Context: an optimization exercise on an open-source flow, tuned for small area. The choices shown serve that exercise and are no tape-out recipe.
At most, simulation tests tie the RTL to the original design; equivalence was not proved.
The RTL of runs 2 to 4 was laid out without a check of its function.
Power figures rest on the tool's default switching activity, not on a simulated workload.

### config.mk
export PLATFORM = sky130hd
export DESIGN_NAME = mem_tester
export DESIGN_NICKNAME = mem_tester
export VERILOG_FILES = /design/flow/design.v
export SDC_FILE = /design/flow/constraint.sdc
export NUM_CORES = 4
export LEC_CHECK = 0
export CAP_MARGIN = 20
export CORE_MARGIN = 2
export CORE_UTILIZATION = 40
export PLACE_DENSITY = 0.6
export SLEW_MARGIN = 20
### constraint.sdc
create_clock -name core_clock -period 5.0 [get_ports {clk}]
set_input_delay 1.0000 -clock core_clock [delete_from_list [all_inputs] [get_ports {clk}]]
set_output_delay 1.0000 -clock core_clock [all_outputs]
set_load 0.01 [all_outputs]
### design.v
module rnd_vec_gen
(
	input clk,
	input next,        
	input rnw,         
	input wr_state,    
	input rd_state,    
	input inj_a,       
	input inj_b,       
	input [5:0] rom_idx,
	output [15:0] wr_out_d,  
	output [15:0] rd_out     
);
	localparam LA = 70;    
	localparam LB = 62;    
	localparam GA = 6;     
	localparam GB = 7;     
	localparam FA = 10;    
	localparam PA = 69;
	localparam PB = 55;
	localparam [15:0] W0 = 16'h9e37;  
	reg [15:0] ra [0:LA-1];
	reg [15:0] rb [0:LB-1];
	reg [15:0] rom;
	always @* begin
		case (rom_idx)
		6'd0: rom = 16'hfdeb;
		6'd1: rom = 16'hfdeb;
		6'd2: rom = 16'hfdeb;
		6'd3: rom = 16'hfdeb;
		6'd4: rom = 16'hfdeb;
		6'd5: rom = 16'hfdeb;
		6'd6: rom = 16'hfdeb;
		6'd7: rom = 16'hfdeb;
		6'd8: rom = 16'hfdeb;
		6'd9: rom = 16'hfdeb;
		6'd10: rom = 16'h5fb3;
		6'd11: rom = 16'hc17c;
		6'd12: rom = 16'h2344;
		6'd13: rom = 16'h850d;
		6'd14: rom = 16'he6d5;
		6'd15: rom = 16'h489e;
		6'd16: rom = 16'haa66;
		6'd17: rom = 16'h0c2f;
		6'd18: rom = 16'h6df7;
		6'd19: rom = 16'hcfc0;
		6'd20: rom = 16'h3188;
		6'd21: rom = 16'h9351;
		6'd22: rom = 16'hf519;
		6'd23: rom = 16'h56e2;
		6'd24: rom = 16'hb8ab;
		6'd25: rom = 16'h1a73;
		6'd26: rom = 16'h7c3c;
		6'd27: rom = 16'hde04;
		6'd28: rom = 16'h3fcd;
		6'd29: rom = 16'ha195;
		6'd30: rom = 16'h035e;
		6'd31: rom = 16'h6526;
		6'd32: rom = 16'hc6ef;
		6'd33: rom = 16'h28b7;
		6'd34: rom = 16'h8a80;
		6'd35: rom = 16'hec48;
		6'd36: rom = 16'h4e11;
		6'd37: rom = 16'hafd9;
		6'd38: rom = 16'h11a2;
		6'd39: rom = 16'h736a;
		6'd40: rom = 16'hd533;
		6'd41: rom = 16'h36fb;
		6'd42: rom = 16'h98c4;
		6'd43: rom = 16'hfa8c;
		6'd44: rom = 16'h5c55;
		6'd45: rom = 16'hbe1e;
		6'd46: rom = 16'h1fe6;
		6'd47: rom = 16'h81af;
		6'd48: rom = 16'he377;
		6'd49: rom = 16'h4540;
		6'd50: rom = 16'ha708;
		6'd51: rom = 16'h08d1;
		6'd52: rom = 16'h6a99;
		6'd53: rom = 16'hcc62;
		6'd54: rom = 16'h2e2a;
		6'd55: rom = 16'h8ff3;
		6'd56: rom = 16'hf1bb;
		6'd57: rom = 16'h5384;
		6'd58: rom = 16'hb54c;
		6'd59: rom = 16'h1715;
		6'd60: rom = 16'h78dd;
		6'd61: rom = 16'hdaa6;
		6'd62: rom = 16'h3c6e;
		6'd63: rom = 16'h9e37;
		endcase
	end
	reg [5:0] j;
	always @(posedge clk)
		if (!next) j <= 6'd0;
		else if (j != 6'd55) j <= j + 6'd1;
	wire le23 = (j <= 6'd23);
	wire le54 = (j <= 6'd54);
	wire step_a = next & ~rnw;
	wire step_b = next &  rnw;
	reg first_a, first_b;  
	wire loop_a = ~step_a & ~wr_state;
	wire loop_b = ~step_b & (~rd_state | (first_b & (j == 6'd0)));
	wire row_end = ~next & (j != 6'd0);
	always @(posedge clk) begin
		first_a <= loop_a | (first_a & ~row_end);
		first_b <= loop_b | (first_b & ~row_end);
	end
	wire [15:0] a54 = le54 ? (first_a ? ra[54+FA] : ra[54+GA]) : ra[54];
	wire [15:0] a23 = le23 ? (first_a ? ra[23+FA] : ra[23+GA]) : ra[23];
	wire [15:0] b54 = (le54 & ~first_b) ? rb[54+GB] : rb[54];
	wire [15:0] b23 = (le23 & ~first_b) ? rb[23+GB] : rb[23];
	integer i;
	always @(posedge clk) begin
		ra[0] <= step_a ? a54 + a23 : (inj_a ? W0 : ra[0]);
		ra[1] <= inj_a ? rom : (loop_a ? ra[PA] : ra[0]);
		for (i = 2; i < LA; i = i + 1)
			ra[i] <= ra[i-1];
		rb[0] <= step_b ? b54 + b23 : (inj_b ? W0 : rb[0]);
		rb[1] <= inj_b ? rom : (loop_b ? rb[PB] : rb[0]);
		for (i = 2; i < LB; i = i + 1)
			rb[i] <= rb[i-1];
	end
	assign wr_out_d = ra[1];
	assign rd_out   = rb[0];
endmodule
module sdram_control
#(
parameter DRAM_DATA_SIZE = 16,
parameter DRAM_COL_SIZE = 9,
parameter DRAM_ROW_SIZE = 13,
parameter DRAM_BNK_SIZE = 2,
parameter DRAM_ROWBNK = DRAM_ROW_SIZE + DRAM_BNK_SIZE,  
parameter cmdNOP  = 3'b111,  
parameter cmdMRS  = 3'b000,  
parameter cmdACT  = 3'b011,  
parameter cmdREAD = 3'b101,  
parameter cmdWRIT = 3'b100,  
parameter cmdPRE  = 3'b010,  
parameter cmdBST  = 3'b110,  
parameter cmdREF  = 3'b001,  
parameter mrsMODE = 14'b00000000110111,  
parameter CTR200US_SIZE = 15  
)
(
input clk,
input rst_n,  
input start,  
output reg done,  
input rnw,  
output reg ready,  
output DRAM_LDQM,DRAM_UDQM,
output DRAM_WE_N,
output DRAM_CAS_N,
output DRAM_RAS_N,
output DRAM_CS_N,
output DRAM_BA_0,
output DRAM_BA_1,
output reg [DRAM_DATA_SIZE-1:0] rdat,
input  wire [DRAM_DATA_SIZE-1:0] DRAM_DQ_I,  
output wire                      DRAM_DQ_OE,  
output wire [DRAM_ROW_SIZE-1:0] DRAM_ADDR,
output [5:0] sdram_state,
output wr_state,  
output rd_state,  
output inj_a,     
output inj_b,
output [5:0] rom_idx
);
reg [DRAM_ROW_SIZE-1:0] da;  
reg [2:0] dcmd;  
reg       dcsn;  
reg [1:0] dba;  
reg       dqm;  
assign DRAM_ADDR                         = da;
assign {DRAM_RAS_N,DRAM_CAS_N,DRAM_WE_N} = dcmd;
assign DRAM_CS_N                         = dcsn;
assign {DRAM_BA_1,DRAM_BA_0}             = dba;
assign DRAM_LDQM                         = dqm;
assign DRAM_UDQM                         = dqm;
assign sdram_state = state;
reg [5:0] state;
reg [CTR200US_SIZE:0] ctr;  
reg ctr_init;
reg [DRAM_ROWBNK:0] actr;  
reg actr_rst;
reg actr_inc;
reg busin;  
localparam RESET        = 6'd00;
localparam RST2         = 6'd01;
localparam W200US1      = 6'd02;
localparam W200US2      = 6'd03;
localparam IPREA1       = 6'd04;
localparam IPREA2       = 6'd05;
localparam IREF1        = 6'd06;
localparam IREF2        = 6'd07;
localparam IREF3        = 6'd08;
localparam IREF4        = 6'd09;
localparam IREF5        = 6'd10;
localparam IREF6        = 6'd11;
localparam IREF7        = 6'd12;
localparam IMRS         = 6'd13;
localparam IDLE         = 6'd14;
localparam RD_BEGIN1    = 6'd15;
localparam RD_BEGIN2    = 6'd16;
localparam RD_CHKEND    = 6'd17;
localparam RD_COL1      = 6'd18;
localparam RD_COL2      = 6'd19;
localparam RD_COL3      = 6'd20;
localparam RD_COL4      = 6'd21;
localparam RD_COL4_1    = 6'd22;
localparam RD_COL5      = 6'd23;
localparam RD_COL6      = 6'd24;
localparam RD_WAIT      = 6'd25;
localparam RD_PRE       = 6'd26;
localparam RD_END1      = 6'd27;
localparam RD_END2      = 6'd28;
localparam WR_BEGIN1    = 6'd29;
localparam WR_BEGIN2    = 6'd30;
localparam WR_CHKEND    = 6'd31;
localparam WR_COL1      = 6'd32;
localparam WR_COL2      = 6'd33;
localparam WR_COL3      = 6'd34;
localparam WR_WAIT1     = 6'd35;
localparam WR_WAIT2     = 6'd36;
localparam WR_BST       = 6'd37;
localparam WR_PRE       = 6'd38;
localparam WR_END1      = 6'd39;
always @(posedge clk) begin
	if (!rst_n) state <= RESET;
	else
	case( state )
		RESET:     state <= RST2;
		RST2:      state <= W200US1;
		W200US1:   state <= W200US2;
		W200US2:
			if( ctr[CTR200US_SIZE] )
				state <= IPREA1;
			else
				state <= W200US2;
		IPREA1:    state <= IPREA2;
		IPREA2:    state <= IREF1;
		IREF1:     state <= IREF2;
		IREF2:     state <= IREF3;
		IREF3:     state <= IREF4;
		IREF4:     state <= IREF5;
		IREF5:     state <= IREF6;
		IREF6:     state <= IREF7;
		IREF7:
			if( ctr[7] ) state <= IMRS;
				else state <= IREF1;
		IMRS:   state <= IDLE;
		IDLE:
			begin
				if( start ) begin
					if( rnw ) state <= RD_BEGIN1;
						else state <= WR_BEGIN1;
				end
					else state <= IDLE;
			end
		RD_BEGIN1: state <= RD_BEGIN2;
		RD_BEGIN2: state <= RD_CHKEND;
		RD_CHKEND:
			begin
				if( actr[DRAM_ROWBNK] )
					state <= IDLE;
				else
					state <= RD_COL1;
			end
		RD_COL1:   state <= RD_COL2;
		RD_COL2:   state <= RD_COL3;
		RD_COL3:   state <= RD_COL4;
		RD_COL4:   state <= mrsMODE[4] ? RD_COL4_1 : RD_COL5;
		RD_COL4_1: state <= RD_COL5;
		RD_COL5:   state <= RD_COL6;
		RD_COL6:   state <= RD_WAIT;
		RD_WAIT:
			begin
				if( ctr[DRAM_COL_SIZE] )
					state <= RD_PRE;
				else
					state <= RD_WAIT;
			end
		RD_PRE:    state <= RD_END1;
		RD_END1:   state <= RD_END2;
		RD_END2:   state <= RD_CHKEND;
		WR_BEGIN1: state <= WR_BEGIN2;
		WR_BEGIN2: state <= WR_CHKEND;
		WR_CHKEND:
			begin
				if( actr[DRAM_ROWBNK] )
					state <= IDLE;
				else
					state <= WR_COL1;
			end
		WR_COL1:   state <= WR_COL2;
		WR_COL2:   state <= WR_COL3;
		WR_COL3:   state <= WR_WAIT1;
		WR_WAIT1:
			begin
				if( ctr[DRAM_COL_SIZE] )
					state <= WR_WAIT2;
				else
					state <= WR_WAIT1;
			end
		WR_WAIT2:  state <= WR_BST;
		WR_BST:    state <= WR_PRE;
		WR_PRE:    state <= WR_END1;
		WR_END1:   state <= WR_CHKEND;
	endcase
end
always @(posedge clk) begin
	if( !rst_n ) begin
		dcsn  <= 1'b1;
		done  <= 1'b0;
		busin <= 1'b1;
		dcmd  <= cmdNOP;
		da    <= 0;
		dba   <= 0;
		dqm   <= 1'b1;
		ready <= 1'b0;
		ctr_init <= 1'b1;
		actr_rst <= 1'b0;
		actr_inc <= 1'b0;
	end
	else  
	begin
		case( state )
			RST2: begin
				dcsn <= 1'b0;
				dcmd <= cmdNOP;
				dqm <= 1'b1;
				ctr_init <= 1'b1;  
				ready <= 1'b0;
			end
			W200US1:  
				ctr_init <= 1'b0;
			IPREA1: begin  
				dcmd <= cmdPRE; da[10] <= 1'b1;  
			end
			IPREA2: begin  
				dcmd <= cmdNOP;
				ctr_init <= 1'b1;  
			end
			IREF1: begin
				ctr_init <= 1'b0;
				dcmd <= cmdREF;  
			end
			IREF2: begin
				dcmd <= cmdNOP;
			end
			IMRS: begin
				dcmd <= cmdMRS;
				{dba,da} <= mrsMODE;
			end
			IDLE: begin
				dcmd  <= cmdNOP;
				dqm   <= 1'b0;  
				done  <= 1'b1;
				busin <= 1'b1;
				ready <= 1'b0;
			end
			RD_BEGIN1: begin
				busin <= 1'b1;
				done <= 1'b0;
				actr_rst <= 1'b1;  
			end
			RD_BEGIN2: begin
				actr_rst <= 1'b0;  
			end
			RD_CHKEND: begin
				ctr_init <= ~mrsMODE[4];
				ready <= 1'b0;
			end
			RD_COL1: begin
				dcmd <= cmdACT;
				da   <= actr[DRAM_ROWBNK-1:DRAM_BNK_SIZE];  
				dba  <= actr[DRAM_BNK_SIZE-1:0];
				ctr_init <= mrsMODE[4];
			end
			RD_COL2: begin
				dcmd <= cmdNOP;
				ctr_init <= 0;
			end
			RD_COL3: begin
				dcmd <= cmdREAD;
				da   <= 0;
				dba  <= actr[DRAM_BNK_SIZE-1:0];
			end
			RD_COL4: begin
				dcmd <= cmdNOP;
			end
			RD_COL6: begin
				ready <= 1'b1;
			end
			RD_PRE: begin
				dcmd <= cmdPRE;
				da   <= 0;
				dba  <= actr[DRAM_BNK_SIZE-1:0];
			end
			RD_END1: begin
				dcmd <= cmdNOP;
				actr_inc <= 1'b1;
			end
			RD_END2: begin
				actr_inc <= 1'b0;
			end
			WR_BEGIN1: begin
				busin <= 1'b0;
				actr_rst <= 1'b1;
				done <= 1'b0;
			end
			WR_BEGIN2: begin
				actr_rst <= 1'b0;
				ctr_init <= 1'b1;
			end
			WR_CHKEND: begin
				ctr_init <= 1'b0;
			end
			WR_COL1: begin
				dcmd <= cmdACT;
				da   <= actr[DRAM_ROWBNK-1:DRAM_BNK_SIZE];  
				dba  <= actr[DRAM_BNK_SIZE-1:0];
			end
			WR_COL2: begin
				dcmd <= cmdNOP;
				ready <= 1'b1;
			end
			WR_COL3: begin
				dcmd <= cmdWRIT;
				da   <= 0;
				dba  <= actr[DRAM_BNK_SIZE-1:0];
			end
			WR_WAIT1: begin
				dcmd <= cmdNOP;
			end
			WR_WAIT2: begin
				ready <= 1'b0;
			end
			WR_BST: begin
				dcmd <= cmdBST;
			end
			WR_PRE: begin
				dcmd <= cmdPRE;
				da   <= 0;
				dba  <= actr[DRAM_BNK_SIZE-1:0];
				actr_inc <= 1'b1;
			end
			WR_END1: begin
				dcmd <= cmdNOP;
				actr_inc <= 1'b0;
				ctr_init <= 1'b1;
			end
		endcase
	end
end
assign DRAM_DQ_OE = ~busin;
always @(posedge clk) begin 
	rdat <= DRAM_DQ_I;
end
assign wr_state = (state >= WR_BEGIN1);
assign rd_state = (state >= RD_BEGIN1) && (state <= RD_END2);
assign inj_a   = (state == W200US2) && (ctr[CTR200US_SIZE:6] == 10'd83);
assign inj_b   = (state == W200US2) && (ctr[CTR200US_SIZE:6] == 10'd25);
assign rom_idx = ctr[5:0];
always @(posedge clk) begin
	if( ctr_init ) ctr <= 0;
		else ctr <= ctr + 1'd1;
end
always @(posedge clk) begin
	if( actr_rst ) actr <= 0;
		else if( actr_inc ) actr <= actr + 1'd1;
end
endmodule
module mem_tester
#(
  parameter DRAM_DATA_SIZE = 16,
  parameter DRAM_COL_SIZE = 9,
  parameter DRAM_ROW_SIZE = 13,
  parameter DRAM_TEST_ROWBNK = 7  
)
(
	input clk,
	input rst_n,
	output reg [31:0] passcount,
	output reg [31:0] failcount,
	input  [DRAM_DATA_SIZE-1:0] DRAM_DQ_I,
	output [DRAM_DATA_SIZE-1:0] DRAM_DQ_O,
	output DRAM_DQ_OE,
	output [DRAM_ROW_SIZE-1:0] DRAM_ADDR,
	output DRAM_LDQM,DRAM_UDQM,
	output DRAM_WE_N,
	output DRAM_CAS_N,
	output DRAM_RAS_N,
	output DRAM_CS_N,
	output DRAM_BA_0,
	output DRAM_BA_1
);
reg inc_pass_ctr;  
reg inc_err_ctr;   
reg check_in_progress;  
always @(posedge clk, negedge rst_n)
	if( !rst_n ) passcount <= 32'd0;
		else if( inc_pass_ctr ) passcount <= passcount + 32'd1;
always @(posedge clk,negedge rst_n)
	if ( !rst_n ) failcount <= 32'd0;
		else if( inc_err_ctr ) failcount <= failcount + 32'd1;
wire [DRAM_DATA_SIZE-1:0] rnd_out;  
wire dram_ready;
reg dram_start,dram_rnw;
wire wr_state, rd_state, inj_a, inj_b;
wire [5:0] rom_idx;
rnd_vec_gen my_rnd
(
	.clk(clk),
	.next(dram_ready),
	.rnw(dram_rnw),
	.wr_state(wr_state),
	.rd_state(rd_state),
	.inj_a(inj_a),
	.inj_b(inj_b),
	.rom_idx(rom_idx),
	.wr_out_d(DRAM_DQ_O),
	.rd_out(rnd_out)
);
wire dram_done;
wire [DRAM_DATA_SIZE-1:0] dram_rdat;
wire [5:0] sdram_state;
sdram_control my_dram
(
	.rst_n(rst_n),
	.clk(clk),
	.start(dram_start),
	.rnw(dram_rnw),
	.done(dram_done),
	.ready(dram_ready),
	.rdat(dram_rdat),
	.sdram_state(sdram_state),
	.wr_state(wr_state),
	.rd_state(rd_state),
	.inj_a(inj_a),
	.inj_b(inj_b),
	.rom_idx(rom_idx),
	.DRAM_DQ_I(DRAM_DQ_I),
	.DRAM_DQ_OE(DRAM_DQ_OE),
	.DRAM_ADDR(DRAM_ADDR),
	.DRAM_CS_N(DRAM_CS_N),
	.DRAM_RAS_N(DRAM_RAS_N),
	.DRAM_CAS_N(DRAM_CAS_N),
	.DRAM_WE_N(DRAM_WE_N),
	.DRAM_LDQM(DRAM_LDQM),
	.DRAM_UDQM(DRAM_UDQM),
	.DRAM_BA_0(DRAM_BA_0),
	.DRAM_BA_1(DRAM_BA_1)
);
defparam my_dram.DRAM_DATA_SIZE = DRAM_DATA_SIZE;
defparam my_dram.DRAM_COL_SIZE  = DRAM_COL_SIZE;
defparam my_dram.DRAM_ROW_SIZE  = DRAM_ROW_SIZE;
defparam my_dram.DRAM_ROWBNK    = DRAM_TEST_ROWBNK;
reg [3:0] curr_state,next_state;
parameter RESET        = 4'h0;
parameter INIT1        = 4'h1;
parameter INIT2        = 4'h2;
parameter BEGIN_WRITE1 = 4'h3;
parameter BEGIN_WRITE2 = 4'h4;
parameter BEGIN_WRITE3 = 4'h5;
parameter BEGIN_WRITE4 = 4'h6;
parameter WRITE        = 4'h7;
parameter BEGIN_READ1  = 4'h8;
parameter BEGIN_READ2  = 4'h9;
parameter BEGIN_READ3  = 4'hA;
parameter BEGIN_READ4  = 4'hB;
parameter READ         = 4'hC;
parameter END_READ     = 4'hD;
parameter INC_PASSES1  = 4'hE;
parameter INC_PASSES2  = 4'hF;
always @* begin
	case( curr_state )
		RESET:        next_state <= INIT1;
		INIT1:
				if( dram_done )
					next_state <= INIT2;
				else
					next_state <= INIT1;
		INIT2:        next_state <= BEGIN_WRITE1;
		BEGIN_WRITE1: next_state <= BEGIN_WRITE2;
		BEGIN_WRITE2: next_state <= BEGIN_WRITE3;
		BEGIN_WRITE3: next_state <= BEGIN_WRITE4;
		BEGIN_WRITE4: next_state <= WRITE;
		WRITE:
				if( dram_done )
					next_state <= BEGIN_READ1;
				else
					next_state <= WRITE;
		BEGIN_READ1: next_state <= BEGIN_READ2;
		BEGIN_READ2: next_state <= BEGIN_READ3;
		BEGIN_READ3: next_state <= BEGIN_READ4;
		BEGIN_READ4: next_state <= READ;
		READ:
				if( dram_done )
				  next_state <= END_READ;
				else
				  next_state <= READ;
		END_READ:    next_state <= INC_PASSES1;
		INC_PASSES1: next_state <= INC_PASSES2;
		INC_PASSES2: next_state <= BEGIN_WRITE1;
		default: next_state <= RESET;
	endcase
end
always @(posedge clk,negedge rst_n)
begin
	if( !rst_n )
		curr_state <= RESET;
	else
		curr_state <= next_state;
end
always @(posedge clk) begin
    case( curr_state )
    RESET:
    begin
      inc_pass_ctr <= 1'b0;
      check_in_progress <= 1'b0;
      dram_start <= 1'b0;
    end
    INIT1:
    begin
      dram_start <= 1'b0;  
    end
    INIT2:
    begin
    end
    BEGIN_WRITE1:
    begin
      dram_rnw <= 1'b0;
    end
    BEGIN_WRITE2:
    begin
      dram_start <= 1'b1;
    end
    BEGIN_WRITE3:
    begin
      dram_start <= 1'b0;
    end
    BEGIN_READ1:
    begin
      dram_rnw <= 1'b1;
    end
    BEGIN_READ2:
    begin
      dram_start <= 1'b1;
    end
    BEGIN_READ3:
    begin
      dram_start <= 1'b0;
      check_in_progress <= 1'b1;
    end
    END_READ:
    begin
      check_in_progress <= 1'b0;
    end
    INC_PASSES1:
    begin
      inc_pass_ctr <= 1'b1;
    end
    INC_PASSES2:
    begin
      inc_pass_ctr <= 1'b0;
    end
    endcase
end
always @(posedge clk) inc_err_ctr <= check_in_progress & dram_ready & (( dram_rdat==rnd_out )?1'b0:1'b1);
endmodule
### run.sh
#!/bin/bash
# synth_recipe.tcl (not shown) runs the flow's synth.tcl, then flattens the netlist and writes it again
# the make line also repeats each setting of config.mk as NAME=value (left out here)
make -C /OpenROAD-flow-scripts/flow DESIGN_CONFIG=/design/flow/config.mk WORK_HOME=/design/flow/orfs CLKGATE_MAP_FILE= SYNTH_SCRIPT=/design/flow/synth_recipe.tcl finish
==> results of run 1 <==
path summary, 6_finish.rpt:
path / slack [ns] / endpoint / from / cells after the start
worst max register to register: 0.90 / my_rnd.ra[0][15]$_SDFFCE_PN1P_ / my_rnd.j[1]$_SDFFE_PN0P_ / 11
worst min-delay path: 0.21 / failcount[24]$_DFFE_PN0P_ / rst_n / 1
worst max-delay path: 0.90 / my_rnd.ra[0][15]$_SDFFCE_PN1P_ / my_rnd.j[1]$_SDFFE_PN0P_ / 11
min in group core_clock: 0.31 / my_rnd.rb[33][14]$_DFF_P_ / my_rnd.rb[32][14]$_DFF_P_ / 0
max in group asynchronous: 3.88 / passcount[16]$_DFFE_PN0P_ / rst_n / 2
worst min register to register: 0.31 / my_rnd.rb[33][14]$_DFF_P_ / my_rnd.rb[32][14]$_DFF_P_ / 0
cells in the final DEF (no fill, tap or decap), types with 68 or more instances in the layout:
cell type	count
xnor2_1	73
clkbuf_16	205
a21oi_1	121
o21ai_0	102
clkdlybuf4s50_1	112
nor2_1	133
mux2i_1	71
dfxtp_1	2170
nand2_1	162
dfrtp_1	68
registers in the layout, summed over array words and instances (netlist names), 6 cells and up:
register,count
failcount,32
my_dram.actr,8
my_dram.ctr,16
my_dram.da,7
my_dram.rdat,16
my_dram.state,6
my_rnd.j,6
my_rnd.ra,1120
my_rnd.rb,992
my_rnd.rom,16
passcount,32
area by class of cell:
cell class	count	area (um2)
multi-input combinational	1209	7940
antenna	1	2.50
clock buffer	282	5860
fill	11548	70700
timing repair buffer	138	1320
clock inverter	86	1230
sequential	2275	46200
inverter	35	131
tap	1781	2230
where the power goes:
| group | total [mW] | internal, mW | leakage, nW | switching [mW] |
|---|---|---|---|---|
| logic | 0.491 | 0.204 | 3.91 | 0.287 |
| registers | 18.3 | 18.2 | 18.8 | 0.0831 |
| clock network | 16.0 | 9.51 | 3.49 | 6.44 |
| total | 34.8 | 28.0 | 26.2 | 6.81 |
cell usage after synthesis (4+ instances only):
cell / count
buf_2: 30
or3_1: 4
and3_1: 18
o31ai_1: 8
a211oi_1: 11
nand2b_1: 15
mux2_2: 34
xor2_1: 55
buf_6: 10
a31oi_1: 12
o21ai_0: 102
o2111ai_1: 4
o21bai_1: 7
nor3b_1: 9
o21a_1: 5
ha_1: 50
nand3_1: 55
inv_1: 32
nor3_2: 4
dfrtp_1: 68
nand4_1: 37
a21oi_1: 121
and4_1: 8
o31a_1: 4
a22oi_1: 7
a21boi_0: 4
nor3_1: 35
o211ai_1: 12
clkbuf_1: 40
nand2_1: 162
xnor2_1: 73
and2_1: 9
mux2i_1: 71
nor2b_1: 24
nor4_1: 17
o22ai_1: 9
a32oi_1: 5
edfxtp_1: 36
buf_4: 12
o221ai_1: 5
a21o_1: 13
nor2_1: 133
dfxtp_1: 2171
logic make-up after synthesis:
group | count (synthesis) | share of synthesized area [%]
DFF | 2275 | 84.4
xor gates and xnor gates | 129 | 2.10
adders and majority gates | 52 | 1.21
buffers and inverters | 131 | 1.19
AOI/OAI and AO/OA | 362 | 4.03
muxes | 108 | 2.10
and+or+nand+nor | 552 | 4.97
other | 1 | 0.00684
layer usage:
metal | wire length, um | share of wire (%) | global-route usage [%] | vias to the layer above
met1 | 42600 | 50 | 17.1 | 11831
li1 | - | - | - | 12438
met4 | 1880 | 2.2 | 4.20 | 0
met3 | 3840 | 4.5 | 2.99 | 163
met5 | 0 | 0 | 0 | -
met2 | 37600 | 44 | 18.6 | 437
through the flow:
step	area [um2]	utilization, %	worst slack, ns	cells
global placement	57800	42.6	0.939	5438
floorplan	54800	-	1.45	3615
global route	64900	47.9	0.613	5806
finish	65000	47.9	0.897	5807
CTS	64900	47.9	0.860	5806
detailed placement	57800	42.6	0.870	5438
==> run summary, run 1 <==
Logic synthesis
The most area-hungry cell type in the Yosys netlist is dfxtp_1. The synthesized area per cell is 15.2 um2. The Yosys step of the flow raised 5 warnings.

The synthesized design contains 36 enable-type register cells. The number of instances in the synthesized netlist is 3,610. The synthesized design devotes to its leading area cell type 79.3% of total area. Ranked by total cell area, the synthesized netlist is headed by dfxtp_1 79%, dfrtp_1 3.1%, edfxtp_1 2.0%, mux2i_1 1.3%, xnor2_1 1.2%. The count of unique library cells instantiated by Yosys is 89.

The prevailing post-synth register cell is dfxtp_1. The post-synthesis async set-or-reset flop share is between 2 and 3%. In this run, synthesis produced a sequential element count of 2,275. The post-synthesis cell area is around 0.055 mm2. Summing the sequential cell areas from Yosys gives 84.4% of the chip area.

Clock network
The CTS H-tree depth is 4. After clock tree synthesis, the clock-pin slew on the worst setup and hold paths is 0.07 ns. The clock network latency to the later pin of the worst-skew pair is 0.78 ns.

CTS placed an instance of clkbuf_16 at the clock tree root. The post-cts sizing count is 0. For this design, the sink count on the clock tree is 2,275. Buffers added to address setup during post-CTS repair amount to 0. The clock tree from TritonCTS is done. The quantity of hold-fixing buffers added after cts is 0. In this run the deepest clock path goes through 3 buffers.

The CTS buffer count is around 200.

Min path
The worst hold path belongs to the class input pin to async pin.

Critical path
For the worst setup path, the data required time is 5.49 ns. The dominant cell type by count on the critical path is ha_1. The critical path is of the flip-flop to flip-flop type.

The peak fanout along the critical path is 15. The worst setup path is launched from a flip-flop. The number of buffers and inverters on the critical path is 0. The biggest cell delay along the critical path is between 0.7 and 0.8 ns. The slowest stage cell on the critical path is nor4_1.

Data arrives at the worst endpoint at 4.59 ns. The top cell family by delay on the critical path is simple AND/OR/NAND/NOR gates. STA classifies the critical path endpoint as a flip-flop. The critical path goes through ha_1 -> and4b_1 -> or2_1 -> o21ai_0 -> ha_1 -> a211oi_1 -> nor4b_1 -> nor4_1 -> o31ai_1 -> xnor2_1 -> nand2_1.

Global routing
The number of antenna violations at the first check in global routing is 2. The first global-routing pass estimated 136,000 um of wire. For this run, the total global-route usage over all layers was measured as 12.3%. The via count of the first global-routing pass is between 20,000 and 25,000. Global routing finished with a remaining overflow of 0.

Entering global routing, the biggest net connects 42 pins.

Status
The flow ran to the end and the layout has no timing, DRC or antenna violations.

Cells and area
Relative to the synthesized area, the layout overhead comes to 18.5%. The final layout contains 3,928 nets. Cells with a size suffix above 1 make up 10.6% of the layout.

Power and ir drop
The largest vdd supply drop is 348 uV. In this run the static leakage power is between 20 and 30 nW. In this run the power density over the cells is 535 mW/mm2.

The total power is roughly 35 mW.

Floorplanning
For this configuration, the core starts out at a cell density of 40.4%. Measured along the y axis, the die boundary spans about 370 um. The I/O pin count is 120. The floorplan step set the die width to 374 um. The placeable core area is around 0.14 mm2. The area enclosed by the die boundary is 0.140 mm2. The total number of placement rows is 135.

STA
The clock period minus worst slack is 4.10 ns. The slew at the pin closest to its max-slew limit is 0.954 ns. After layout, the worst path uses 82.1% of the clock period.

The tightest hold margin is slightly above 0.2 ns. Setup violations remaining at the end of the flow were counted as 0. Across the routed clock network, the largest skew measured is 0.0259 ns.

Derived from the worst setup path, the maximum achievable clock frequency is 0.244 GHz. The worst pin sits at a relative slew slack of 36.2%. Adding up every negative setup slack in the final design gives 0 ns. Setup repair after global routing left no endpoint under its margin. The final number of hold-violating endpoints is 0. The number of pins with negative max-slew slack in the final report was 0.

Place
The half-perimeter wire length after detailed placement is approximately 53,000 um. The congestion estimate from routability-driven global placement came to 0.821. Buffers placed on the I/O ports in this run total roughly 110.

Route
Before antenna repair, the detailed router went through 5 iterations. The mean number of vias per cell is 4.28. The detail route stage leaves a number of antenna-violating nets equal to 0.

The via count is between 20,000 and 25,000. After the first detailed-routing iteration, the DRC count stood at 1,471. For this run, design rule violations remaining after detail routing come to 0. The total wire length after detailed routing is 85,900 um. The wire length per cell after detailed routing is 14.8 um.

Job
Max-cap violations in this run came to 0.
==> run 2, diff against run 1 <==
--- a/design.v
+++ b/design.v
@@ -5,18 +5,18 @@
 	input rnw,         
 	input wr_state,    
 	input rd_state,    
+	input long_loop,   
 	input inj_a,       
 	input inj_b,       
 	input [5:0] rom_idx,
 	output [15:0] wr_out_d,  
-	output [15:0] rd_out     
+	output [15:0] rd_out_nx  
 );
-	localparam LA = 70;    
+	localparam LA = 61;    
 	localparam LB = 62;    
 	localparam GA = 6;     
 	localparam GB = 7;     
-	localparam FA = 10;    
-	localparam PA = 69;
+	localparam PA = 59;
 	localparam PB = 55;
 	localparam [15:0] W0 = 16'h9e37;  
 	reg [15:0] ra [0:LA-1];
@@ -98,31 +98,31 @@
 	wire le54 = (j <= 6'd54);
 	wire step_a = next & ~rnw;
 	wire step_b = next &  rnw;
-	reg first_a, first_b;  
+	reg first_b;  
 	wire loop_a = ~step_a & ~wr_state;
 	wire loop_b = ~step_b & (~rd_state | (first_b & (j == 6'd0)));
 	wire row_end = ~next & (j != 6'd0);
 	always @(posedge clk) begin
-		first_a <= loop_a | (first_a & ~row_end);
 		first_b <= loop_b | (first_b & ~row_end);
 	end
-	wire [15:0] a54 = le54 ? (first_a ? ra[54+FA] : ra[54+GA]) : ra[54];
-	wire [15:0] a23 = le23 ? (first_a ? ra[23+FA] : ra[23+GA]) : ra[23];
+	wire [15:0] a54 = le54 ? ra[54+GA] : ra[54];
+	wire [15:0] a23 = le23 ? ra[23+GA] : ra[23];
 	wire [15:0] b54 = (le54 & ~first_b) ? rb[54+GB] : rb[54];
 	wire [15:0] b23 = (le23 & ~first_b) ? rb[23+GB] : rb[23];
+	wire [15:0] rb0_nx = step_b ? b54 + b23 : (inj_b ? W0 : rb[0]);
 	integer i;
 	always @(posedge clk) begin
 		ra[0] <= step_a ? a54 + a23 : (inj_a ? W0 : ra[0]);
-		ra[1] <= inj_a ? rom : (loop_a ? ra[PA] : ra[0]);
+		ra[1] <= inj_a ? rom : (loop_a ? (long_loop ? ra[PA+1] : ra[PA]) : ra[0]);
 		for (i = 2; i < LA; i = i + 1)
 			ra[i] <= ra[i-1];
-		rb[0] <= step_b ? b54 + b23 : (inj_b ? W0 : rb[0]);
+		rb[0] <= rb0_nx;
 		rb[1] <= inj_b ? rom : (loop_b ? rb[PB] : rb[0]);
 		for (i = 2; i < LB; i = i + 1)
 			rb[i] <= rb[i-1];
 	end
 	assign wr_out_d = ra[1];
-	assign rd_out   = rb[0];
+	assign rd_out_nx = rb0_nx;
 endmodule
 module sdram_control
 #(
@@ -156,13 +156,13 @@
 output DRAM_CS_N,
 output DRAM_BA_0,
 output DRAM_BA_1,
-output reg [DRAM_DATA_SIZE-1:0] rdat,
 input  wire [DRAM_DATA_SIZE-1:0] DRAM_DQ_I,  
 output wire                      DRAM_DQ_OE,  
 output wire [DRAM_ROW_SIZE-1:0] DRAM_ADDR,
 output [5:0] sdram_state,
 output wr_state,  
 output rd_state,  
+output long_loop,  
 output inj_a,     
 output inj_b,
 output [5:0] rom_idx
@@ -455,12 +455,10 @@
 	end
 end
 assign DRAM_DQ_OE = ~busin;
-always @(posedge clk) begin 
-	rdat <= DRAM_DQ_I;
-end
 assign wr_state = (state >= WR_BEGIN1);
 assign rd_state = (state >= RD_BEGIN1) && (state <= RD_END2);
-assign inj_a   = (state == W200US2) && (ctr[CTR200US_SIZE:6] == 10'd83);
+assign long_loop = rd_state && (actr >= 8'd45) && (actr < 8'd122);
+assign inj_a   = (state == W200US2) && (ctr[CTR200US_SIZE:6] == 10'd44);
 assign inj_b   = (state == W200US2) && (ctr[CTR200US_SIZE:6] == 10'd25);
 assign rom_idx = ctr[5:0];
 always @(posedge clk) begin
@@ -505,10 +503,10 @@
 always @(posedge clk,negedge rst_n)
 	if ( !rst_n ) failcount <= 32'd0;
 		else if( inc_err_ctr ) failcount <= failcount + 32'd1;
-wire [DRAM_DATA_SIZE-1:0] rnd_out;  
+wire [DRAM_DATA_SIZE-1:0] rnd_out_nx;  
 wire dram_ready;
 reg dram_start,dram_rnw;
-wire wr_state, rd_state, inj_a, inj_b;
+wire wr_state, rd_state, long_loop, inj_a, inj_b;
 wire [5:0] rom_idx;
 rnd_vec_gen my_rnd
 (
@@ -517,14 +515,14 @@
 	.rnw(dram_rnw),
 	.wr_state(wr_state),
 	.rd_state(rd_state),
+	.long_loop(long_loop),
 	.inj_a(inj_a),
 	.inj_b(inj_b),
 	.rom_idx(rom_idx),
 	.wr_out_d(DRAM_DQ_O),
-	.rd_out(rnd_out)
+	.rd_out_nx(rnd_out_nx)
 );
 wire dram_done;
-wire [DRAM_DATA_SIZE-1:0] dram_rdat;
 wire [5:0] sdram_state;
 sdram_control my_dram
 (
@@ -534,10 +532,10 @@
 	.rnw(dram_rnw),
 	.done(dram_done),
 	.ready(dram_ready),
-	.rdat(dram_rdat),
 	.sdram_state(sdram_state),
 	.wr_state(wr_state),
 	.rd_state(rd_state),
+	.long_loop(long_loop),
 	.inj_a(inj_a),
 	.inj_b(inj_b),
 	.rom_idx(rom_idx),
@@ -668,5 +666,7 @@
     end
     endcase
 end
-always @(posedge clk) inc_err_ctr <= check_in_progress & dram_ready & (( dram_rdat==rnd_out )?1'b0:1'b1);
+reg rd_mismatch;
+always @(posedge clk) rd_mismatch <= (DRAM_DQ_I != rnd_out_nx);
+always @(posedge clk) inc_err_ctr <= check_in_progress & dram_ready & rd_mismatch;
 endmodule
--- a/config.mk
+++ b/config.mk
@@ -7,6 +7,9 @@
 export LEC_CHECK = 0
 export CAP_MARGIN = 20
 export CORE_MARGIN = 2
-export CORE_UTILIZATION = 40
-export PLACE_DENSITY = 0.6
+export CORE_UTILIZATION = 55
+export CTS_BUF_LIST = sky130_fd_sc_hd__clkbuf_8
+export CTS_CLUSTER_DIAMETER = 50
+export CTS_CLUSTER_SIZE = 16
+export PLACE_DENSITY = 0.75
 export SLEW_MARGIN = 20
==> run summary, run 2 <==
Cells and area
The filler cell count in the final layout is 6,958 (-40%). The library cell used most frequently in the layout, excluding fill and tap cells, is dfxtp_1. The flip-flop count of the largest register, all copies and words added was 992 (-11%). The final cell count without fillers came to 4,960 (-15%).

The net count reported at finish is 3,721 (-5.3%). The share of the core filled with cells is 61.1% (+13 points). The post-route cell area was 0.0569 mm2 (-12%). The register with the most flip-flops in the final layout is my_rnd.rb.

The area growth from synthesis to layout is 10.3%. In the layout the commonest cells are 2,027 x dfxtp_1, 164 x clkbuf_8, 148 x nand2_1. The largest registers in the layout are my_rnd.rb x992, my_rnd.ra x976. The proportion of layout cells with a drive suffix above 1 is 9.02% (-1.6 points).

Job
The max-capacitance violation count came to 0 (unchanged).

Global routing
The first-pass GRT wire length is 124,000 um (-8.5%). The number of antenna violations at the first check in global routing was 10 (+8). The maximum number of pins on one net before global-route repair is 54 (+29%). The global router's overall resource usage is 16.6% (+4.3 points). The via count of the first global-routing pass is 23,064 (-4.8%). The final global-route overflow total was 0 (unchanged).

Route
The number of violations reported at the end of detailed-routing iteration 0 is 1,421 (-3.4%). The total wire length after detailed routing is 78,500 um (-8.6%). The mean number of vias per cell is 4.78 (+12%). The length of the first detailed-routing pass in iterations came to 5 (unchanged). The number of antenna-violating nets in the routed design is 0 (unchanged). The detailed-route DRC error count was 0 (unchanged). The wire length per cell after detailed routing is 15.8 um (+7.0%). The via count was 23,731 (-4.6%).

Logic synthesis
The post-synthesis async set-or-reset flop share is 3.22% (+0.23 points). The number of flops mapped to enable cells by yosys is 20 (-44%). The total of flip-flops plus latches after synthesis came to 2,115 (-7.0%).

dfxtp_1 takes more of the synthesized area than any other cell. Yosys attributes the largest share of cell area to dfxtp_1 79%, dfrtp_1 3.3%, mux2_2 1.7%, ha_1 1.3%, xnor2_1 1.2%. The count of unique library cells instantiated by Yosys is 88 (-1.1%). The count of warnings emitted by yosys is 5 (unchanged). The share of the synthesized area in the top cell type is 78.7% (-0.59 points). The synthesized area per cell is 15.0 um2 (-1.4%). The number of instances in the synthesized netlist is 3,443 (-4.6%). By instance count, the leading cell after synthesis is dfxtp_1. The sequential fraction of the synthesis area was 83.2% (-1.2 points). The post-synthesis cell area is 0.0515 mm2 (-5.9%).

The prevailing post-synth register cell is dfxtp_1. Counting instances in the post-synthesis netlist gives the leading cell types as 2,027 x dfxtp_1, 148 x nand2_1, 121 x nor2_1, 94 x o21ai_0.

Power and ir drop
The power density of the placed cells is 455 mW/mm2 (-15%). The static power due to leakage was 22.8 nW (-13%). The largest vdd supply drop is 364 uV (+4.7%). The total power is 25.8 mW (-26%).

Floorplanning
The height of the die came to 310 um (-17%). The area enclosed by the die boundary is 0.0962 mm2 (-31%). The total number of placement rows is 112 (-17%). The effective utilization at floorplan is 55.4% (+15 points).

The placeable core area was 0.0930 mm2 (-31%). The die width is 310 um (-17%). The I/O pin count is 120 (unchanged).

Clock network
The root buffer cell is clkbuf_8. The clock sink count is 2,115 (-7.0%). The quantity of hold-fixing buffers added after cts was 0 (unchanged). The count of buffers added by post-CTS timing repair for setup is 0 (unchanged). The clock transition time at the flip-flop clock pins of the worst setup and hold paths came to 0.09 ns (+0.02 ns). The CTS H-tree depth is 4 (unchanged). The clock tree buffer depth is 3 (unchanged). The CTS buffer count is 162 (-19%). TritonCTS built the clock tree. The clock network latency to the later pin of the worst-skew pair was 0.87 ns (+0.09 ns).

The post-cts sizing count is 0 (unchanged).

Critical path
The peak fanout along the critical path is 8 (-7). The data arrival time of the critical path is 5.27 ns (+0.68 ns). The largest individual stage delay along the critical path comes from the cell or4b_1. The register-to-register setup slack is 0.46 ns (-0.44 ns). Walking the worst path, the cells encountered are ha_1 -> nor2_1 -> o21ai_2 -> nor2b_1 -> buf_4 -> mux2_2 -> fa_1 -> a211oi_1 -> nor4b_1 -> o31ai_1 -> and3b_1 -> o2111ai_1 -> or4b_1 -> nor4_1 -> nand4_1.

STA classifies the critical path endpoint as a flip-flop. The nature of the critical path startpoint is a flip-flop. The data required time at the worst endpoint is 5.72 ns (+0.23 ns). The biggest cell delay along the critical path is 0.49 ns (-0.27 ns).

The classification of the worst setup path is flip-flop to flip-flop.

Place
The post-placement cell area was 0.0540 mm2 (-6.6%). The number of placed instances, taps included is 4,739 (-13%). The worst setup slack after placement is 0.443 ns (-0.427 ns). The number of I/O port buffers is 113 (unchanged). The half-perimeter wire length after detailed placement came to 49,900 um (-5.3%).

The final estimated routing congestion in global placement is 0.873 (+6.3%).

STA
The final sum of negative setup slack is 0 ns (unchanged). The number of pins with negative max-slew slack in the final report is 0 (unchanged). The final number of hold-violating endpoints was 0 (unchanged). The worst-case setup margin in the final layout came to 0.457 ns (-0.440 ns). The clock period minus worst slack came to 4.54 ns (+0.440 ns). The normalized max-slew margin is 36.0% (-0.20 points).

Setup repair after global routing left no endpoint under its margin. The number of endpoints failing setup at the final stage was 0 (unchanged). The worst setup skew after layout is 0.0590 ns (+0.0331 ns). The fraction of the cycle the final worst path needs is 90.9% (+8.8 points). The slew at the pin closest to its max-slew limit is 0.958 ns (+0.00396 ns). The maximum clock frequency is 0.220 GHz (-9.7%). The tightest hold margin was 0.169 ns (-0.0390 ns).

Min path
The min-delay analysis places its worst path in the category input pin to async pin.

Status
The flow ran to the end and the layout has no timing, DRC or antenna violations.
run 2: changes by cell type after synthesis, moves of 11 or more:
cell	previous run	this run
buf_2	30	11
edfxtp_1	36	20
clkbuf_1	40	73
mux2_2	34	79
nor2_1	133	121
mux2i_1	71	43
nand2_1	162	148
a21oi_1	121	79
o211ai_1	12	23
dfxtp_1	2171	2027
run 2: worst paths after layout:
kind | to | startpoint | cells past startpoint
worst max-delay path | rd_mismatch$_DFF_P_ | my_rnd.j[1]$_SDFFE_PN0P_ | 15
worst min-delay path | failcount[12]$_DFFE_PN0P_ | rst_n | 1
worst max register to register | rd_mismatch$_DFF_P_ | my_rnd.j[1]$_SDFFE_PN0P_ | 15
worst min register to register | my_rnd.rb[20][8]$_DFF_P_ | my_rnd.rb[19][8]$_DFF_P_ | 0
max in group asynchronous | failcount[28]$_DFFE_PN0P_ | rst_n | 2
min in group core_clock | my_rnd.rb[20][8]$_DFF_P_ | my_rnd.rb[19][8]$_DFF_P_ | 0
run 2: routing by layer:
layer | wire [um] | GRT usage, % | part of all wire (%) | vias up
met5 | 53 | 0 | 0.068 | -
met4 | 2200 | 6.26 | 2.8 | 8
met3 | 4030 | 3.91 | 5.1 | 167
met2 | 34000 | 24.6 | 43 | 553
met1 | 38200 | 23.6 | 49 | 11222
li1 | - | - | - | 11781
run 2: logic make-up after synthesis:
logic type      count (synthesis)  share of synthesized area, %
compound gates                372                          4.75
xor+xnor                      120                          2.07
fa+ha+maj                      54                          1.34
buf+inv                       147                          1.18
flops                        2115                          83.2
mux                           123                          2.60
other cells                     1                       0.00728
simple gates                  511                          4.86
run 2: area by class of cell:
class	count	area, um2	share of cell area (%)
diodes	5	12.5	0.0220
clock buffers	164	2260	3.97
clock inverters	52	561	0.986
inverters	44	165	0.290
multi-input cells	1186	8090	14.2
flip-flops and latches	2115	42900	75.4
well taps	1254	1570	2.76
repair buffers	140	1330	2.34
run 2: power breakdown:
group | switching [mW] | total (mW) | internal (mW)
Clock | 5.13 | 8.39 | 3.26
Sequential | 0.0861 | 17.0 | 16.9
Combinational | 0.268 | 0.468 | 0.200
run 2: critical path: cells and delay by family (launching register included):
| kind | cells | cell delay, ns |
|---|---|---|
| simple gates | 7 | 1.64 |
| compound gates | 4 | 1.09 |
| buf+inv | 1 | 0.24 |
| fa+ha+maj | 2 | 0.65 |
| flops | 1 | 0.45 |
| mux | 1 | 0.37 |
==> run 3, diff against run 2 <==
--- a/config.mk
+++ b/config.mk
@@ -8,8 +8,8 @@
 export CAP_MARGIN = 20
 export CORE_MARGIN = 2
 export CORE_UTILIZATION = 55
-export CTS_BUF_LIST = sky130_fd_sc_hd__clkbuf_8
-export CTS_CLUSTER_DIAMETER = 50
-export CTS_CLUSTER_SIZE = 16
+export CTS_BUF_LIST = sky130_fd_sc_hd__clkbuf_16
+export CTS_CLUSTER_DIAMETER = 60
+export CTS_CLUSTER_SIZE = 24
 export PLACE_DENSITY = 0.75
 export SLEW_MARGIN = 20
==> run summary, run 3 <==
Cells and area
Leaving out fill and tap cells, the most frequent cell in the layout is dfxtp_1. In the final layout, the registers with the most flip-flops are my_rnd.rb x992, my_rnd.ra x976. The filler cell count in the final layout is 6,863 (-1.4%). The area used by sequential logic in the layout was 0.0429 mm2 (unchanged). The area growth from synthesis to layout is 11.4%.

The share of the core filled with cells came to 61.7% (+0.58 points). In the layout the commonest cells are 2,027 x dfxtp_1, 148 x nand2_1, 120 x nor2_1. The area taken by multi-input logic gates was 0.00809 mm2 (unchanged). More flip-flops sit in one register than any other, and that register is my_rnd.rb. The net count reported at finish was 3,669 (-1.4%). The proportion of layout cells with a drive suffix above 1 is 7.61% (-1.4 points). The flip-flop count of the largest register, all copies and words added came to 992 (unchanged).

Logic synthesis
The number of flops mapped to enable cells by yosys is 20 (unchanged). The most used flip-flop cell after synthesis is dfxtp_1. The number of instances in the synthesized netlist is 3,443 (unchanged). The sequential fraction of the synthesis area came to 83.2% (unchanged). The post-synthesis cell area is 0.0515 mm2 (unchanged). The xor/xnor cell area share of the yosys netlist was 2.07% (unchanged). The synthesized area per cell came to 15.0 um2 (unchanged).

dfxtp_1 is the most common cell in the netlist. The dominant combinational cell family by area after synthesis is simple AND/OR/NAND/NOR gates. In the post-synthesis netlist, the biggest area contributors are dfxtp_1 79%, dfrtp_1 3.3%, mux2_2 1.7%, ha_1 1.3%, xnor2_1 1.2%.

The share of the synthesized area in the top cell type is 78.7% (unchanged). The post-synthesis mux area share is 2.60% (unchanged). The count of unique library cells instantiated by Yosys is 88 (unchanged).

The synthesized-area fraction occupied by ao, oa, aoi and oai cells was 4.75% (unchanged). The post-synthesis async set-or-reset flop share is 3.22% (unchanged). Of all cell types, the one taking the most synthesized area is dfxtp_1. The count of warnings emitted by yosys is 5 (unchanged). The adder-cell share of the synthesized area is 1.34% (unchanged).

The post-synthesis simple-gate area fraction is 4.86% (unchanged). The commonest cells after synthesis are 2,027 x dfxtp_1, 148 x nand2_1, 121 x nor2_1, 94 x o21ai_0. The total of flip-flops plus latches after synthesis was 2,115 (unchanged).

Global routing
The final global-route overflow total is 0 (unchanged). The via count of the first global-routing pass is 22,935 (-0.56%). The global router's overall resource usage is 16.8% (+0.26 points).

The first-pass GRT wire length is 126,000 um (+1.5%). The number of antenna violations at the first check in global routing came to 7 (-3). The maximum number of pins on one net before global-route repair is 54 (unchanged).

Clock network
The quantity of hold-fixing buffers added after cts was 0 (unchanged). The CTS H-tree depth came to 3 (-1). The CTS buffer count is 110 (-32%). The count of buffers added by post-CTS timing repair for setup is 0 (unchanged). The post-cts sizing count came to 0 (unchanged). The clock transition time at the flip-flop clock pins of the worst setup and hold paths was 0.08 ns (about the same). The clock tree buffer depth is 3 (unchanged). The clock network latency to the later pin of the worst-skew pair is 0.69 ns (-0.18 ns). The clock sink count is 2,115 (unchanged). The clock tree from TritonCTS is done.

The root buffer cell is clkbuf_16.

Floorplanning
The I/O pin count is 120 (unchanged). The placeable core area is 0.0930 mm2 (unchanged). The die width is 310 um (unchanged). The height of the die is 310 um (unchanged). The area enclosed by the die boundary came to 0.0962 mm2 (unchanged). The total number of placement rows is 112 (unchanged). The effective utilization at floorplan was 55.4% (unchanged).

Route
The length of the first detailed-routing pass in iterations is 5 (unchanged). The wire length per cell after detailed routing is 16.4 um (+3.6%). The via count is 23,521 (-0.88%). The detailed-route DRC error count is 0 (unchanged). The number of violations reported at the end of detailed-routing iteration 0 is 1,503 (+5.8%). The total wire length after detailed routing is 80,300 um (+2.3%). The mean number of vias per cell was 4.80 (+0.37%). The number of antenna-violating nets in the routed design is 0 (unchanged).

Critical path
The kind of capture point of the worst setup path is a flip-flop. The nature of the critical path startpoint is a flip-flop. The setup path with the least slack is of type flip-flop to flip-flop. The data arrival time of the critical path is 5.13 ns (-0.14 ns). The data required time at the worst endpoint is 5.57 ns (-0.15 ns).

The peak fanout along the critical path was 8 (unchanged). The register-to-register setup slack is 0.44 ns (-0.02 ns).

Power and ir drop
The largest vdd supply drop is 357 uV (-1.9%). The static power due to leakage is 23.0 nW (+0.86%). The power density of the placed cells is 470 mW/mm2 (+3.4%).

Place
The number of I/O port buffers was 113 (unchanged). The half-perimeter wire length after detailed placement is 49,900 um (unchanged). The final estimated routing congestion in global placement is 0.873 (unchanged).

STA
Setup repair after global routing left no endpoint under its margin. The fraction of the cycle the final worst path needs is 91.2% (+0.33 points). The maximum clock frequency is 0.219 GHz (-0.36%). The number of endpoints failing setup at the final stage is 0 (unchanged).

The normalized max-slew margin came to 33.7% (-2.3 points). The number of pins with negative max-slew slack in the final report is 0 (unchanged). The slew at the pin closest to its max-slew limit is 0.993 ns (+0.0345 ns). The final number of hold-violating endpoints came to 0 (unchanged). The clock period minus worst slack is 4.56 ns (+0.0165 ns).

The worst setup skew after layout came to 0.0284 ns (-0.0307 ns). The final sum of negative setup slack is 0 ns (unchanged).

Job
The max-capacitance violation count is 0 (unchanged).

Min path
The path class of the lowest-slack min-delay path is flip-flop to flip-flop.

Status
The flow ran to the end and the layout has no timing, DRC or antenna violations.
==> run 3: routing by layer <==
layer | vias up | share of wire (%) | global-route usage, %
met5 | - | 0.066 | 0
met4 | 8 | 2.7 | 5.99
met3 | 140 | 4.9 | 3.27
met2 | 473 | 44 | 25.6
met1 | 11207 | 48 | 24.1
li1 | 11693 | - | -
==> run 3: layout make-up <==
class / instances / share of cell area [%]
antenna: 3 / 0.0131
clock buffer: 115 / 5.01
tap: 1254 / 2.73
multi-input combinational: 1186 / 14.1
clock inverter: 41 / 0.848
sequential: 2115 / 74.7
timing repair buffer: 140 / 2.32
inverter: 44 / 0.288
==> run 3: path summary, 6_finish.rpt <==
check | startpoint | end | cells past startpoint
setup / recovery | my_rnd.j[1]$_SDFFE_PN0P_ | rd_mismatch$_DFF_P_ | 15
hold / removal | my_rnd.ra[52][4]$_DFF_P_ | my_rnd.ra[53][4]$_DFF_P_ | 0
setup reg to reg | my_rnd.j[1]$_SDFFE_PN0P_ | rd_mismatch$_DFF_P_ | 15
hold reg to reg | my_rnd.ra[52][4]$_DFF_P_ | my_rnd.ra[53][4]$_DFF_P_ | 0
max in group asynchronous | rst_n | failcount[26]$_DFFE_PN0P_ | 2
min in group asynchronous | rst_n | failcount[30]$_DFFE_PN0P_ | 1
==> run 3: worst max-delay path, cell delays in order (launching register included) <==
cell and delay [ns]:
dfxtp_1 0.46, ha_1 0.21, nor2_1 0.07, o21ai_2 0.12, nor2b_1 0.32, buf_4 0.23, mux2_2 0.37, fa_1 0.44
a211oi_1 0.45, nor4b_1 0.11, o31ai_1 0.42, and3b_1 0.22, o2111ai_1 0.10, or4b_1 0.49, nor4_1 0.28, nand4_1 0.14
==> run 3: where the power goes <==
| part | leakage, nW | switching, mW | internal (mW) |
|---|---|---|---|
| clock network | 1.66 | 5.16 | 4.38 |
| logic | 3.89 | 0.268 | 0.200 |
| registers | 17.4 | 0.0860 | 16.9 |
| total | 23.0 | 5.51 | 21.5 |
==> run 3: cells by family after synthesis <==
| logic type | count (synthesis) |
|---|---|
| mux | 123 |
| compound gates | 372 |
| xor+xnor | 120 |
| fa+ha+maj | 54 |
| other cells | 1 |
| simple gates | 511 |
| buf+inv | 147 |
| flops | 2115 |
==> run 3: stage by stage <==
| stage | power, mW | std cells | hold WS, ns | setup WS (ns) | area (um2) |
|---|---|---|---|---|---|
| 3_3_place_gp | 17.8 | 4739 | 0.310 | 0.579 | 54000 |
| 3_5_place_dp | 17.8 | 4739 | 0.312 | 0.443 | 54000 |
| 4_1_cts | 27.3 | 4895 | 0.272 | 0.413 | 57400 |
| 5_1_grt | 27.9 | 4895 | 0.298 | 0.174 | 57400 |
| 2_1_floorplan | 17.7 | 3448 | 0.310 | 0.315 | 51600 |
| 6_report | 27.0 | 4898 | 0.302 | 0.440 | 57400 |
==> run 4, diff against run 3 <==
--- a/design.v
+++ b/design.v
@@ -21,75 +21,17 @@
 	localparam [15:0] W0 = 16'h9e37;  
 	reg [15:0] ra [0:LA-1];
 	reg [15:0] rb [0:LB-1];
-	reg [15:0] rom;
+	reg c_lo;
 	always @* begin
 		case (rom_idx)
-		6'd0: rom = 16'hfdeb;
-		6'd1: rom = 16'hfdeb;
-		6'd2: rom = 16'hfdeb;
-		6'd3: rom = 16'hfdeb;
-		6'd4: rom = 16'hfdeb;
-		6'd5: rom = 16'hfdeb;
-		6'd6: rom = 16'hfdeb;
-		6'd7: rom = 16'hfdeb;
-		6'd8: rom = 16'hfdeb;
-		6'd9: rom = 16'hfdeb;
-		6'd10: rom = 16'h5fb3;
-		6'd11: rom = 16'hc17c;
-		6'd12: rom = 16'h2344;
-		6'd13: rom = 16'h850d;
-		6'd14: rom = 16'he6d5;
-		6'd15: rom = 16'h489e;
-		6'd16: rom = 16'haa66;
-		6'd17: rom = 16'h0c2f;
-		6'd18: rom = 16'h6df7;
-		6'd19: rom = 16'hcfc0;
-		6'd20: rom = 16'h3188;
-		6'd21: rom = 16'h9351;
-		6'd22: rom = 16'hf519;
-		6'd23: rom = 16'h56e2;
-		6'd24: rom = 16'hb8ab;
-		6'd25: rom = 16'h1a73;
-		6'd26: rom = 16'h7c3c;
-		6'd27: rom = 16'hde04;
-		6'd28: rom = 16'h3fcd;
-		6'd29: rom = 16'ha195;
-		6'd30: rom = 16'h035e;
-		6'd31: rom = 16'h6526;
-		6'd32: rom = 16'hc6ef;
-		6'd33: rom = 16'h28b7;
-		6'd34: rom = 16'h8a80;
-		6'd35: rom = 16'hec48;
-		6'd36: rom = 16'h4e11;
-		6'd37: rom = 16'hafd9;
-		6'd38: rom = 16'h11a2;
-		6'd39: rom = 16'h736a;
-		6'd40: rom = 16'hd533;
-		6'd41: rom = 16'h36fb;
-		6'd42: rom = 16'h98c4;
-		6'd43: rom = 16'hfa8c;
-		6'd44: rom = 16'h5c55;
-		6'd45: rom = 16'hbe1e;
-		6'd46: rom = 16'h1fe6;
-		6'd47: rom = 16'h81af;
-		6'd48: rom = 16'he377;
-		6'd49: rom = 16'h4540;
-		6'd50: rom = 16'ha708;
-		6'd51: rom = 16'h08d1;
-		6'd52: rom = 16'h6a99;
-		6'd53: rom = 16'hcc62;
-		6'd54: rom = 16'h2e2a;
-		6'd55: rom = 16'h8ff3;
-		6'd56: rom = 16'hf1bb;
-		6'd57: rom = 16'h5384;
-		6'd58: rom = 16'hb54c;
-		6'd59: rom = 16'h1715;
-		6'd60: rom = 16'h78dd;
-		6'd61: rom = 16'hdaa6;
-		6'd62: rom = 16'h3c6e;
-		6'd63: rom = 16'h9e37;
+			6'd2, 6'd5, 6'd7, 6'd9, 6'd11, 6'd13, 6'd15, 6'd17, 6'd19, 6'd21,
+			6'd24, 6'd26, 6'd28, 6'd30, 6'd32, 6'd34, 6'd36, 6'd38, 6'd40, 6'd42,
+			6'd45, 6'd47, 6'd49, 6'd51, 6'd53, 6'd55, 6'd57, 6'd59, 6'd61: c_lo = 1'b1;
+			default: c_lo = 1'b0;
 		endcase
 	end
+	wire [15:0] seed_nx = (rom_idx == 6'd0) ? 16'hefa6 : ra[0] - 16'h9e37 - {15'd0, c_lo};
+	wire seed_a = inj_a & (rom_idx != 6'd63);
 	reg [5:0] j;
 	always @(posedge clk)
 		if (!next) j <= 6'd0;
@@ -99,7 +41,7 @@
 	wire step_a = next & ~rnw;
 	wire step_b = next &  rnw;
 	reg first_b;  
-	wire loop_a = ~step_a & ~wr_state;
+	wire loop_a = ~step_a & ~wr_state & ~inj_a;
 	wire loop_b = ~step_b & (~rd_state | (first_b & (j == 6'd0)));
 	wire row_end = ~next & (j != 6'd0);
 	always @(posedge clk) begin
@@ -112,12 +54,12 @@
 	wire [15:0] rb0_nx = step_b ? b54 + b23 : (inj_b ? W0 : rb[0]);
 	integer i;
 	always @(posedge clk) begin
-		ra[0] <= step_a ? a54 + a23 : (inj_a ? W0 : ra[0]);
-		ra[1] <= inj_a ? rom : (loop_a ? (long_loop ? ra[PA+1] : ra[PA]) : ra[0]);
+		ra[0] <= step_a ? a54 + a23 : (seed_a ? seed_nx : ra[0]);
+		ra[1] <= loop_a ? (long_loop ? ra[PA+1] : ra[PA]) : ra[0];
 		for (i = 2; i < LA; i = i + 1)
 			ra[i] <= ra[i-1];
 		rb[0] <= rb0_nx;
-		rb[1] <= inj_b ? rom : (loop_b ? rb[PB] : rb[0]);
+		rb[1] <= inj_b ? ra[3] : (loop_b ? rb[PB] : rb[0]);
 		for (i = 2; i < LB; i = i + 1)
 			rb[i] <= rb[i-1];
 	end
@@ -459,7 +401,7 @@
 assign rd_state = (state >= RD_BEGIN1) && (state <= RD_END2);
 assign long_loop = rd_state && (actr >= 8'd45) && (actr < 8'd122);
 assign inj_a   = (state == W200US2) && (ctr[CTR200US_SIZE:6] == 10'd44);
-assign inj_b   = (state == W200US2) && (ctr[CTR200US_SIZE:6] == 10'd25);
+assign inj_b   = (state == W200US2) && (ctr[CTR200US_SIZE:6] == 10'd80);
 assign rom_idx = ctr[5:0];
 always @(posedge clk) begin
 	if( ctr_init ) ctr <= 0;
--- a/config.mk
+++ b/config.mk
@@ -8,8 +8,8 @@
 export CAP_MARGIN = 20
 export CORE_MARGIN = 2
 export CORE_UTILIZATION = 55
-export CTS_BUF_LIST = sky130_fd_sc_hd__clkbuf_16
-export CTS_CLUSTER_DIAMETER = 60
-export CTS_CLUSTER_SIZE = 24
+export CTS_BUF_LIST = sky130_fd_sc_hd__clkbuf_8
+export CTS_CLUSTER_DIAMETER = 50
+export CTS_CLUSTER_SIZE = 16
 export PLACE_DENSITY = 0.75
 export SLEW_MARGIN = 20
==> run summary, run 4 <==
Clock network
TritonCTS built the clock tree. The clock sink count is 2,100 (-0.71%). The clock tree buffer depth is 3 (unchanged). The CTS H-tree depth was 4 (+1).

The clock transition time at the flip-flop clock pins of the worst setup and hold paths was 0.09 ns (about the same). The CTS buffer count is 162 (+47%). The clock network latency to the later pin of the worst-skew pair is 0.85 ns (+0.16 ns). The quantity of hold-fixing buffers added after cts came to 0 (unchanged).

Power and ir drop
The largest vdd supply drop is 354 uV (-0.96%). The total power is 25.3 mW (-6.2%). The static power due to leakage is 22.4 nW (-2.5%).

The power density of the placed cells was 455 mW/mm2 (-3.2%).

Status
The run finished with no timing, DRC or antenna violations.

STA
The final sum of negative setup slack was 0 ns (unchanged). The slew at the pin closest to its max-slew limit was 1.12 ns (+0.129 ns). The number of endpoints failing setup at the final stage is 0 (unchanged). The normalized max-slew margin came to 25.2% (-8.5 points). The maximum clock frequency is 0.215 GHz (-1.8%). The worst setup skew after layout came to 0.0442 ns (+0.0159 ns). The clock period minus worst slack is 4.64 ns (+0.0852 ns). The fraction of the cycle the final worst path needs is 92.9% (+1.7 points).

Critical path
The peak fanout along the critical path is 11 (+3). STA classifies the critical path endpoint as a flip-flop. The data required time at the worst endpoint is 5.72 ns (+0.15 ns). The nature of the critical path startpoint is a flip-flop.

Logic synthesis
The sequential fraction of the synthesis area came to 84.3% (+1.1 points). The number of flops mapped to enable cells by yosys is 20 (unchanged). The post-synthesis cell area is 0.0505 mm2 (-2.0%).

The number of instances in the synthesized netlist was 3,309 (-3.9%). The most used flip-flop cell after synthesis is dfxtp_1. The count of unique library cells instantiated by Yosys is 80 (-9.1%). The share of the synthesized area in the top cell type is 79.8% (+1.0 points). The most frequently used cell type in the post-synthesis netlist is dfxtp_1. Counting instances in the post-synthesis netlist gives the leading cell types as 2,012 x dfxtp_1, 132 x nand2_1, 121 x nor2_1, 83 x a21oi_1, 82 x o21ai_0. The synthesized area per cell came to 15.3 um2 (+1.9%). The post-synthesis async set-or-reset flop share is 3.24% (+0.023 points).

The total of flip-flops plus latches after synthesis is 2,100 (-0.71%).

Floorplanning
The height of the die came to 307 um (-1.0%). The placeable core area was 0.0914 mm2 (-1.8%). The effective utilization at floorplan came to 55.3% (-0.14 points).

The area enclosed by the die boundary was 0.0943 mm2 (-2.0%). The total number of placement rows was 111 (-0.89%).

Route
The total wire length after detailed routing was 75,200 um (-6.3%). The via count is 22,470 (-4.5%). The number of violations reported at the end of detailed-routing iteration 0 is 1,465 (-2.5%). The mean number of vias per cell is 4.70 (-2.1%).

The wire length per cell after detailed routing is 15.7 um (-4.0%). The number of antenna-violating nets in the routed design came to 0 (unchanged). The detailed-route DRC error count is 0 (unchanged). The length of the first detailed-routing pass in iterations is 6 (+1).

Global routing
The via count of the first global-routing pass was 22,235 (-3.1%). The most heavily used metal layer in global routing is met2. The routing usage on met2 was 24.3% (-1.2 points).

The met3 track demand over resource is 3.44% (+0.17 points). The first-pass GRT wire length came to 118,000 um (-6.4%). The final global-route overflow total is 0 (unchanged).

Cells and area
The area growth from synthesis to layout is 10.2%. In the final layout, the registers with the most flip-flops are my_rnd.rb x992, my_rnd.ra x976. In the layout the commonest cells are 2,012 x dfxtp_1, 165 x clkbuf_8, 132 x nand2_1.

The flip-flop count of the largest register, all copies and words added came to 992 (unchanged). The final cell count without fillers is 4,780 (-2.4%). The proportion of layout cells with a drive suffix above 1 is 8.58% (+0.98 points). my_rnd.rb holds more flip-flops than any other register. The filler cell count in the final layout is 6,718 (-2.1%). The net count reported at finish came to 3,616 (-1.4%). The library cell used most frequently in the layout, excluding fill and tap cells, is dfxtp_1.

Place
The number of placed instances, taps included is 4,561 (-3.8%). The final estimated routing congestion in global placement is 0.861 (-1.3%). The half-perimeter wire length after detailed placement is 48,600 um (-2.7%). The number of I/O port buffers came to 113 (unchanged).

Min path
The path class of the lowest-slack min-delay path is input pin to async pin.
==> run 4: cell count changes after synthesis, moves of 6 or more <==
cell and delta:
o21ai_0 -12, o221ai_1 -7, or2_2 +6, mux2_2 -16, dfxtp_1 -15, o211ai_1 -17
o21ai_1 -11, nand2_1 -16, xnor2_1 +8, nand4_1 -13, buf_2 -6, nand3_1 +9
clkbuf_1 -21
==> run 4: cell families (layout without fill, tap and decap cells) <==
logic type,Yosys count,count (layout),share of synthesized area (%)
flip-flops,2100,2100,84.3
other,1,12,0.00743
XOR/XNOR,125,125,2.20
multiplexers,104,104,2.22
buffers and inverters,115,389,0.971
adder cells (fa/ha/maj),59,59,1.49
AND/OR/NAND/NOR,480,480,4.66
AO/OA/AOI/OAI,325,325,4.14
==> run 4: worst paths after layout <==
path / from / to / slack, ns / cells past startpoint
max in group asynchronous: rst_n / failcount[22]$_DFFE_PN0P_ / 3.88 / 2
worst min-delay path: rst_n / passcount[20]$_DFFE_PN0P_ / 0.28 / 1
min in group core_clock: my_rnd.rb[18][15]$_DFF_P_ / my_rnd.rb[19][15]$_DFF_P_ / 0.31 / 0
worst max-delay path: my_rnd.j[1]$_SDFFE_PN0P_ / rd_mismatch$_DFF_P_ / 0.36 / 16
worst min register to register: my_rnd.rb[18][15]$_DFF_P_ / my_rnd.rb[19][15]$_DFF_P_ / 0.31 / 0
worst max register to register: my_rnd.j[1]$_SDFFE_PN0P_ / rd_mismatch$_DFF_P_ / 0.36 / 16
==> run 4: per-layer routing <==
layer / part of all wire (%) / up-vias
met5: 0 / -
met4: 2.1 / 0
met3: 4.5 / 126
met2: 44 / 463
met1: 50 / 10598
li1: - / 11283
==> run 4: what timing repair did <==
item                                    CTS  global route
endpoints found under the setup margin    0             1
gates resized for setup                   0             3
buffers inserted                          0             0
==> run 4: stage by stage <==
stage               hold WS, ns  worst slack [ns]  cell area (um2)  util (%)
finish                    0.284             0.355            55700      60.9
CTS                       0.206            0.0483            55600      60.9
global placement          0.309             0.109            53000      58.0
global route              0.289            0.0934            55700      60.9
detailed placement        0.312            0.0948            53000      58.0
floorplan                 0.310             0.189            50500         -
==> run 4: critical path, cell delays in order (launching register included) <==
cell      delay (ns)
dfxtp_1         0.46
ha_1            0.18
and3b_1         0.19
nor2_1          0.11
or2_2           0.18
nor2b_2         0.38
buf_4           0.29
mux2_2          0.39
fa_1            0.46
a211oi_1        0.33
nor2_1          0.13
a41oi_2         0.32
a31oi_1         0.14
a211o_1         0.30
mux2_2          0.28
a211oi_1        0.27
nand3_1         0.10
==> run 4: power breakdown <==
| part | internal, mW | leakage (nW) | total, mW | switching (mW) |
|---|---|---|---|---|
| Combinational | 0.155 | 3.68 | 0.347 | 0.193 |
| Sequential | 16.8 | 17.3 | 16.9 | 0.0770 |
| Clock | 3.11 | 1.41 | 8.08 | 4.97 |
| Total | 20.1 | 22.4 | 25.3 | 5.24 |
==> run 4: area by class of cell <==
class / instances / share of cell area [%]
Inverter: 39 / 0.263
Sequential cell: 2100 / 76.5
Antenna cell: 6 / 0.0270
Timing Repair Buffer: 137 / 2.35
Clock buffer: 165 / 4.08
Clock inverter: 48 / 0.722
Multi-Input combinational cell: 1099 / 13.4
Tap cell: 1186 / 2.67

Re-timed with assumed drivers on the ports (clkbuf_16 on the clock, buf_2 on other inputs), run 4 has 0.355 ns of setup slack against 0.355 ns with ideal ports, and 0.355 ns once port delays also move by the mid clock arrival of 0.889 ns.
